This is an optimization exercise on Yosys and OpenROAD, whose aim is small area and a short achievable clock period, not a production implementation. RTL that was checked went through simulation tests only; none was proved equivalent to the original. No driver is modelled on the clock port, so clocking that relies on it looks cheaper here than on a real chip.

## job 1059
// Vedic
module Vedic(
  input             clk,
  input             rst,
  input      [31:0] A_5,
  input      [31:0] B_5,
  output reg [63:0] Q_REG
);
Size in the first run: roughly 2,200 cells after synthesis, roughly 130 I/O pins, ~0.028 mm2 of cells after synthesis.
clock: 14.0 ns
lec_check: 0
cap_margin: 20
core_margin: 2
core_utilization: 40
slew_margin: 20
synth_hierarchical: 1
synth_minimum_keep_size: 0
standard.sh (not shown) runs the stock make flow with config.mk's settings and CLKGATE_MAP_FILE= SYNTH_SCRIPT=/design/flow/synth_recipe.tcl, a recipe that flattens the netlist after the stock synthesis.
==> flow/flow/run.sh <==
#!/bin/bash
# The standard layout (standard.sh, unchanged synthesis) with these changes:
#  - the port buffers are buf_1 (ORFS picks a larger delay buffer by default);
#  - after floorplan, ABC's buffers are removed and every combinational cell
#    is set to its smallest size (flow/downsize.tcl);
#  - CTS's setup repair runs after that skew (in flow/skew.tcl), and it and
#    the later repairs aim at 8.75 ns of setup slack on the 14 ns clock,
#    working on the worst paths (TNS_END_PERCENT=100), so they size up only
#    the cells that the critical paths need; the hold repair fixes the short
#    paths into Q_REG that the skew leaves too fast, with 0.1 ns to spare.
# The make output goes to make_finish.log; each ORFS step keeps its own log
# under orfs/logs.
set -euo pipefail
HERE=$(pwd)
export SKEW_CELLS="dlygate4sd3_1 dlygate4sd3_1"
bash standard.sh \
  "BUFFER_PORTS_ARGS=-buffer_cell sky130_fd_sc_hd__buf_1" \
  REMOVE_ABC_BUFFERS=1 \
  POST_FLOORPLAN_TCL=$HERE/flow/downsize.tcl \
  POST_CTS_TCL=$HERE/flow/skew.tcl \
  SETUP_SLACK_MARGIN=8.75 TNS_END_PERCENT=100 HOLD_SLACK_MARGIN=0.1 SKIP_CTS_REPAIR_TIMING=1 \
  finish > make_finish.log 2>&1
==> flow/flow/skew.tcl <==
set skew_cells [expr { [info exists ::env(SKEW_CELLS)] ? $::env(SKEW_CELLS) : "dlygate4sd3_1 dlygate4sd3_1" }]
set skew_n [llength $skew_cells]
set skew_buf sky130_fd_sc_hd__clkbuf_4
set block [ord::get_db_block]
set groups [dict create]
estimate_parasitics -placement
set skew_thr [expr { [info exists ::env(SETUP_SLACK_MARGIN)] ? $::env(SETUP_SLACK_MARGIN) : 1e9 }]
set skew_skipped 0
foreach inst [$block getInsts] {
  if { ![string match "Q_REG*" [$inst getName]] } { continue }
  if { [get_property [get_pins -of_objects [get_cells [$inst getName]] -filter "name == D"] slack_max] >= $skew_thr } {
    incr skew_skipped
    continue
  }
  set it [$inst findITerm CLK]
  set net [$it getNet]
  dict lappend groups [$net getName] $inst
}
set k 0
dict for {netname insts} $groups {
  # centroid of the group
  set sx 0; set sy 0
  set pins {}
  foreach inst $insts {
    set bb [$inst getBBox]
    set sx [expr { $sx + ([$bb xMin] + [$bb xMax]) / 2 }]
    set sy [expr { $sy + ([$bb yMin] + [$bb yMax]) / 2 }]
    lappend pins [get_pins -of_objects [get_cells [$inst getName]] -filter "name == CLK"]
  }
  set n [llength $insts]
  set dbu [$block getDbUnitsPerMicron]
  set cx [expr { double($sx) / $n / $dbu }]
  set cy [expr { double($sy) / $n / $dbu }]
  set order [lsort -real -index 0 [lmap inst $insts p $pins {
    set bb [$inst getBBox]
    list [expr { ([$bb xMin] + [$bb xMax]) / 2.0 }] $p [expr { ([$bb yMin] + [$bb yMax]) / 2.0 }]
  }]]
  set nchunk [expr { ($n + 3) / 4 }]
  set load {}
  for {set c 0} {$c < $nchunk} {incr c} {
    set lo [expr { $c * $n / $nchunk }]
    set hi [expr { ($c + 1) * $n / $nchunk - 1 }]
    set chunk [lrange $order $lo $hi]
    set cp [lmap e $chunk { lindex $e 1 }]
    set bx [expr { [tcl::mathop::+ {*}[lmap e $chunk { lindex $e 0 }]] / [llength $chunk] / $dbu }]
    set by [expr { [tcl::mathop::+ {*}[lmap e $chunk { lindex $e 2 }]] / [llength $chunk] / $dbu }]
    set b [insert_buffer -buffer_cell $skew_buf -net [get_nets $netname] -load_pins $cp \
             -location [list $bx $by] -buffer_name skewbuf_${k}_$c -net_name skewnet_${k}_0_$c]
    lappend load [get_pins [get_full_name $b]/A]
  }
  for {set i 1} {$i <= $skew_n} {incr i} {
    set d [insert_buffer -buffer_cell sky130_fd_sc_hd__[lindex $skew_cells [expr { $i - 1 }]] -net [get_nets $netname] -load_pins $load \
             -location [list $cx $cy] -buffer_name skewdly_${k}_$i -net_name skewnet_${k}_$i]
    set load [get_pins [get_full_name $d]/A]
  }
  incr k
}
puts "skew: delayed the clock of [dict size $groups] Q_REG groups by $skew_cells; $skew_skipped Q_REG flip-flops left as they were"
foreach net [$block getNets] {
  if { [string match "skewnet_*" [$net getName]] } { $net setSigType CLOCK }
}
detailed_placement
estimate_parasitics -placement

# With SKIP_CTS_REPAIR_TIMING set, the setup repair that CTS would have run
# before this hook runs here instead, after the skew, so that it sees the
# clock the layout will have.
if { [info exists ::env(SKIP_CTS_REPAIR_TIMING)] && $::env(SKIP_CTS_REPAIR_TIMING) } {
  repair_timing_helper -setup
  detailed_placement
  check_placement -verbose
  estimate_parasitics -placement
}
Other scripts of this flow, unchanged in this note and not shown: flow/flow/downsize.tcl
Job 1059: full flow OK, the timing, design-rule and antenna checks passed
> inputs changed (job 1059 -> job 6307)
-- flow/flow/run.sh --
<<< job 1059, line 6
#  - CTS's setup repair runs after that skew (in flow/skew.tcl), and it and
#    the later repairs aim at 8.75 ns of setup slack on the 14 ns clock,
#    working on the worst paths (TNS_END_PERCENT=100), so they size up only
#    the cells that the critical paths need; the hold repair fixes the short
>>> job 6307, line 6
#  - CTS's setup repair runs after that skew (in flow/skew.tcl), and it and
#    the later repairs aim at 8.7 ns of setup slack on the 14 ns clock,
#    working on the worst paths (TNS_END_PERCENT=0), so they size up only
#    the cells that the critical paths need; the hold repair fixes the short
<<< job 1059, line 20
  POST_CTS_TCL=$HERE/flow/skew.tcl \
  SETUP_SLACK_MARGIN=8.75 TNS_END_PERCENT=100 HOLD_SLACK_MARGIN=0.1 SKIP_CTS_REPAIR_TIMING=1 \
  finish > make_finish.log 2>&1
>>> job 6307, line 20
  POST_CTS_TCL=$HERE/flow/skew.tcl \
  SETUP_SLACK_MARGIN=8.7 TNS_END_PERCENT=0 HOLD_SLACK_MARGIN=0.1 SKIP_CTS_REPAIR_TIMING=1 \
  finish > make_finish.log 2>&1
Findings:
- [compare] base=job 1059 new=job 6307: multi-input gate share of the layout cell area climbed 0.15 points, peak clock frequency supported by timing dropped about 1.4%.
- Looking at job 6307 and job 1059, the via density per instance is a wash.
- Result for job 6307 and job 1059: all clean
- Length of routed met2 wiring: job 6307 vs job 1059, no meaningful difference
- Job 6307 against job 1059: peak per-stage delay on the critical path moved up.
What job 1391 does differently from job 6307 at the input level:
-- flow/flow/run.sh --
<<< job 6307, line 6
#  - CTS's setup repair runs after that skew (in flow/skew.tcl), and it and
#    the later repairs aim at 8.7 ns of setup slack on the 14 ns clock,
#    working on the worst paths (TNS_END_PERCENT=0), so they size up only
>>> job 1391, line 6
#  - CTS's setup repair runs after that skew (in flow/skew.tcl), and it and
#    the later repairs aim at 8.75 ns of setup slack on the 14 ns clock,
#    working on the worst paths (TNS_END_PERCENT=0), so they size up only
<<< job 6307, line 20
  POST_CTS_TCL=$HERE/flow/skew.tcl \
  SETUP_SLACK_MARGIN=8.7 TNS_END_PERCENT=0 HOLD_SLACK_MARGIN=0.1 SKIP_CTS_REPAIR_TIMING=1 \
  finish > make_finish.log 2>&1
>>> job 1391, line 20
  POST_CTS_TCL=$HERE/flow/skew.tcl \
  SETUP_SLACK_MARGIN=8.75 TNS_END_PERCENT=0 HOLD_SLACK_MARGIN=0.1 SKIP_CTS_REPAIR_TIMING=1 \
  finish > make_finish.log 2>&1
==> run summary <==
Slew of the pin with the lowest slew margin for job 1391: 26 ps down relative to job 6307. In job 1391, register-to-register slack is higher than in job 6307. NOTE via count of the routed design job 6307->job 1391 decreased slightly. Comparing hold slack for job 1391 and job 6307, the bigger number came from job 1391. Job 1391: no failed stages, no open violations at the end.
No functional check of the RTL was part of any run of this note.


run 1:
Vedic, a different RTL version from the one above (not shown whole).
For scale: roughly 2200 cells after synthesis, roughly 140 flip-flops, about 130 I/O pins, about 29000 sq um of cells after synthesis.
Settings: LEC_CHECK=0, CAP_MARGIN=20, CORE_MARGIN=2, CORE_UTILIZATION=65, PLACE_DENSITY=0.75, SLEW_MARGIN=20, SYNTH_HIERARCHICAL=1, SYNTH_MINIMUM_KEEP_SIZE=0; clock period 14.0 ns.
==> flow/flow/run.sh <==
#!/bin/bash
# The standard layout (standard.sh, unchanged synthesis) with these changes:
#  - the port buffers are buf_1 (ORFS picks a larger delay buffer by default);
#  - after floorplan, ABC's buffers are removed and every combinational cell
#    is set to its smallest size (flow/downsize.tcl);
#  - CTS's setup repair runs after that skew (in flow/skew.tcl), and it and
#    the later repairs aim at 8.75 ns of setup slack on the 14 ns clock,
#    working on the worst paths (TNS_END_PERCENT=0), so they size up only
#    the cells that the critical paths need; the hold repair fixes the short
#    paths into Q_REG that the skew leaves too fast, with 0.1 ns to spare.
# The make output goes to make_finish.log; each ORFS step keeps its own log
# under orfs/logs.
set -euo pipefail
HERE=$(pwd)
export SKEW_CELLS="dlygate4sd3_1 dlygate4sd3_1"
bash standard.sh \
  "BUFFER_PORTS_ARGS=-buffer_cell sky130_fd_sc_hd__buf_1" \
  REMOVE_ABC_BUFFERS=1 \
  POST_FLOORPLAN_TCL=$HERE/flow/downsize.tcl \
  POST_CTS_TCL=$HERE/flow/skew.tcl \
  SETUP_SLACK_MARGIN=8.75 TNS_END_PERCENT=0 HOLD_SLACK_MARGIN=0.1 SKIP_CTS_REPAIR_TIMING=1 \
  finish > make_finish.log 2>&1
Scripts as last shown in full above: flow/flow/skew.tcl
Other scripts of this flow, unchanged in this note and not shown: flow/flow/downsize.tcl
Run 1 ended with every stage complete and zero timing, DRC or antenna violations.
### run 1 -> run 2
# run 1
export LEC_CHECK = 0
export CAP_MARGIN = 20
export CORE_MARGIN = 2
export CORE_UTILIZATION = 65
export PLACE_DENSITY = 0.75
export SLEW_MARGIN = 20
export SYNTH_HIERARCHICAL = 1
export SYNTH_MINIMUM_KEEP_SIZE = 0
create_clock -name core_clock -period 14.0 [get_ports {clk}]
# run 2
export LEC_CHECK = 0
export CAP_MARGIN = 20
export CORE_MARGIN = 2
export CORE_UTILIZATION = 40
export SLEW_MARGIN = 20
export SYNTH_HIERARCHICAL = 1
export SYNTH_MINIMUM_KEEP_SIZE = 0
create_clock -name core_clock -period 14.0 [get_ports {clk}]
diff --git a/flow/flow/run.sh b/flow/flow/run.sh
--- a/flow/flow/run.sh
+++ b/flow/flow/run.sh
@@ -15 +15 @@
-export SKEW_CELLS="dlygate4sd3_1 dlygate4sd3_1"
+export SKEW_CELLS="dlygate4sd3_1 dlygate4sd3_1 clkdlybuf4s15_1"
diff --git a/flow/flow/skew.tcl b/flow/flow/skew.tcl
--- a/flow/flow/skew.tcl
+++ b/flow/flow/skew.tcl
@@ -1 +1 @@
-set skew_cells [expr { [info exists ::env(SKEW_CELLS)] ? $::env(SKEW_CELLS) : "dlygate4sd3_1 dlygate4sd3_1" }]
+set skew_cells [expr { [info exists ::env(SKEW_CELLS)] ? $::env(SKEW_CELLS) : "dlygate4sd3_1 dlygate4sd3_1 clkdlybuf4s15_1" }]
[summary]
Compared with run 1, run 2 shows placeable core region that has gone up by more than half.
[run 2] final cell count rose 360 relative to run 1
Run 1 → run 2: area growth from synthesis to layout shows an increase of 1.6 points; largest net degree at the start of global routing shows a reduction of 10%.
[inputs] run 3 vs run 2
diff --git a/flow/flow/run.sh b/flow/flow/run.sh
--- a/flow/flow/run.sh
+++ b/flow/flow/run.sh
@@ -15 +15 @@
-export SKEW_CELLS="dlygate4sd3_1 dlygate4sd3_1 clkdlybuf4s15_1"
+export SKEW_CELLS="dlygate4sd3_1 dlygate4sd3_1"
diff --git a/flow/flow/skew.tcl b/flow/flow/skew.tcl
--- a/flow/flow/skew.tcl
+++ b/flow/flow/skew.tcl
@@ -1 +1 @@
-set skew_cells [expr { [info exists ::env(SKEW_CELLS)] ? $::env(SKEW_CELLS) : "dlygate4sd3_1 dlygate4sd3_1 clkdlybuf4s15_1" }]
+set skew_cells [expr { [info exists ::env(SKEW_CELLS)] ? $::env(SKEW_CELLS) : "dlygate4sd3_1 dlygate4sd3_1" }]
==> run summary <==
Diff run 2 -> run 3: met3 global-route usage now sits lower. Every stage of the flow completed for run 3, and the final layout passed the timing, design-rule and antenna checks. Diff run 2 -> run 3: register fraction of the total cell area saw little to no change, first-pass GRT wire length saw little to no change, fmax saw an increase, worst reg-to-reg path cell count saw an increase. Of run 2 and run 3, run 2 shows the higher insertion delay of the later-clocked pin in the worst-skew pair, with run 3 below it. There was hardly any difference in routed wire length between run 3 and run 2. Any difference in overall track demand over capacity in global routing between run 3 and run 2 is small enough to ignore. There was hardly any difference in via count between run 3 and run 2.
The inputs of run 4 differ from those of run 3 as listed below.
diff --git a/flow/flow/run.sh b/flow/flow/run.sh
--- a/flow/flow/run.sh
+++ b/flow/flow/run.sh
@@ -8 +8 @@
-#    working on the worst paths (TNS_END_PERCENT=0), so they size up only
+#    working on the worst paths (TNS_END_PERCENT=10), so they size up only
@@ -21 +21 @@
-  SETUP_SLACK_MARGIN=8.75 TNS_END_PERCENT=0 HOLD_SLACK_MARGIN=0.1 SKIP_CTS_REPAIR_TIMING=1 \
+  SETUP_SLACK_MARGIN=8.75 TNS_END_PERCENT=10 HOLD_SLACK_MARGIN=0.1 SKIP_CTS_REPAIR_TIMING=1 \
There was hardly any difference in overflow left after global routing between run 4 and run 3. Delta (run 4 minus run 3): data arrival time of the critical path was more or less identical, adder-cell share of the synthesized area was more or less identical, post-route clock period utilization was more or less identical, final weighted congestion in routability-driven placement was more or less identical, wire length per cell was more or less identical. Time the final worst path needs with I/O delays and setup: run 4 vs run 3 identical. Count of sequential standard cells: run 4 vs run 3 identical.
The inputs of run 5 differ from those of run 4 as listed below.
diff --git a/flow/flow/run.sh b/flow/flow/run.sh
--- a/flow/flow/run.sh
+++ b/flow/flow/run.sh
@@ -7,2 +7,2 @@
-#    the later repairs aim at 8.75 ns of setup slack on the 14 ns clock,
-#    working on the worst paths (TNS_END_PERCENT=10), so they size up only
+#    the later repairs aim at 9.25 ns of setup slack on the 14 ns clock,
+#    working on the worst paths (TNS_END_PERCENT=0), so they size up only
@@ -15 +15 @@
-export SKEW_CELLS="dlygate4sd3_1 dlygate4sd3_1"
+export SKEW_CELLS="dlygate4sd3_1 clkdlybuf4s25_1"
@@ -21 +21 @@
-  SETUP_SLACK_MARGIN=8.75 TNS_END_PERCENT=10 HOLD_SLACK_MARGIN=0.1 SKIP_CTS_REPAIR_TIMING=1 \
+  SETUP_SLACK_MARGIN=9.25 TNS_END_PERCENT=0 HOLD_SLACK_MARGIN=0.1 SKIP_CTS_REPAIR_TIMING=1 \
diff --git a/flow/flow/skew.tcl b/flow/flow/skew.tcl
--- a/flow/flow/skew.tcl
+++ b/flow/flow/skew.tcl
@@ -1 +1 @@
-set skew_cells [expr { [info exists ::env(SKEW_CELLS)] ? $::env(SKEW_CELLS) : "dlygate4sd3_1 dlygate4sd3_1" }]
+set skew_cells [expr { [info exists ::env(SKEW_CELLS)] ? $::env(SKEW_CELLS) : "dlygate4sd3_1 clkdlybuf4s25_1" }]
### Flow results
Run 5 was carried through to the last stage, and its layout satisfied the timing, design-rule and antenna checks. Density: run 5 denser than run 4. Routed length on met2 up about 3% in run 5 wrt run 4. For the sequential portion of the cell area, run 5 came in 0.60 points lower than run 4 did. Run comparison: run 4 highest signal layer in the routed design met4; run 5 highest signal layer in the routed design met5. In run 5 relative to run 4, first-pass GRT wire length had gone up by a few percent. Destination of the critical timing path: Q_REG[46] -> run 4, Q_REG[53] -> run 5. When run 5 is measured against run 4, its cell area turns out 1500 sq um higher. Run 4 leaves less setup margin than run 5. Compared run 5 against run 4; transition time of the tightest slew-check pin within noise. Compared with run 4, in run 5 logic depth of the worst setup path including buffers moved up; global-route usage moved up; final cell count without fillers moved up; worst hold slack moved up.
[inputs] run 6 vs run 5
diff --git a/flow/flow/run.sh b/flow/flow/run.sh
--- a/flow/flow/run.sh
+++ b/flow/flow/run.sh
@@ -7 +7 @@
-#    the later repairs aim at 9.25 ns of setup slack on the 14 ns clock,
+#    the later repairs aim at 9.0 ns of setup slack on the 14 ns clock,
@@ -15 +15 @@
-export SKEW_CELLS="dlygate4sd3_1 clkdlybuf4s25_1"
+export SKEW_CELLS="dlygate4sd3_1 clkdlybuf4s50_1"
@@ -21 +21 @@
-  SETUP_SLACK_MARGIN=9.25 TNS_END_PERCENT=0 HOLD_SLACK_MARGIN=0.1 SKIP_CTS_REPAIR_TIMING=1 \
+  SETUP_SLACK_MARGIN=9.0 TNS_END_PERCENT=0 HOLD_SLACK_MARGIN=0.1 SKIP_CTS_REPAIR_TIMING=1 \
diff --git a/flow/flow/skew.tcl b/flow/flow/skew.tcl
--- a/flow/flow/skew.tcl
+++ b/flow/flow/skew.tcl
@@ -1 +1 @@
-set skew_cells [expr { [info exists ::env(SKEW_CELLS)] ? $::env(SKEW_CELLS) : "dlygate4sd3_1 clkdlybuf4s25_1" }]
+set skew_cells [expr { [info exists ::env(SKEW_CELLS)] ? $::env(SKEW_CELLS) : "dlygate4sd3_1 clkdlybuf4s50_1" }]
## What came out
Worst setup margin came out lower on run 6 than on run 5.
Between run 6 and run 5, the CTS clock-pin slew for the worst setup and hold paths is higher for run 6.

==> separate check: timing with driven ports <==
No port has a modelled driver above. Below, the same layouts with a new extraction and two added sets of constraints. Step 1 sets driving cells, clkbuf_16 on the clock port and buf_2 on the other inputs (assumed; they add their load-dependent delay and slew). Step 2, shift: input delay + t, output delay - t, t = (earliest + latest rising clock arrival at the registers) / 2. This alone moves slack from input paths to output paths. Three values: no drivers, after step 1, after step 2; two values: the first two.
run	t (ns)	slack for setup (ns)	clock arrival spread, ns	worst data-port slew with drivers (ns)
job 1059	1.212	8.801 / 8.746 / 8.801	1.357 / 1.357	0.05
job 6307	1.217	8.730 / 8.730 / 8.730	1.369 / 1.368	0.05
job 1391	1.214	8.761 / 8.744 / 8.761	1.364 / 1.364	0.05
run 1	1.219	8.683 / 8.683 / 8.683	1.386 / 1.386	0.05
run 2	1.268	8.663 / 8.603 / 8.838	1.460 / 1.461	0.04
run 3	1.179	8.821 / 8.762 / 8.940	1.287 / 1.286	0.04
run 4	1.179	8.821 / 8.762 / 8.940	1.287 / 1.286	0.04
run 5	1.034	9.042 / 9.042 / 9.042	0.995 / 0.995	0.04
run 6	1.145	8.902 / 8.845 / 8.911	1.220 / 1.220	0.04
In every run listed the clock reaches the registers at very different times; t lies between them, and the last value is a rough guide only.
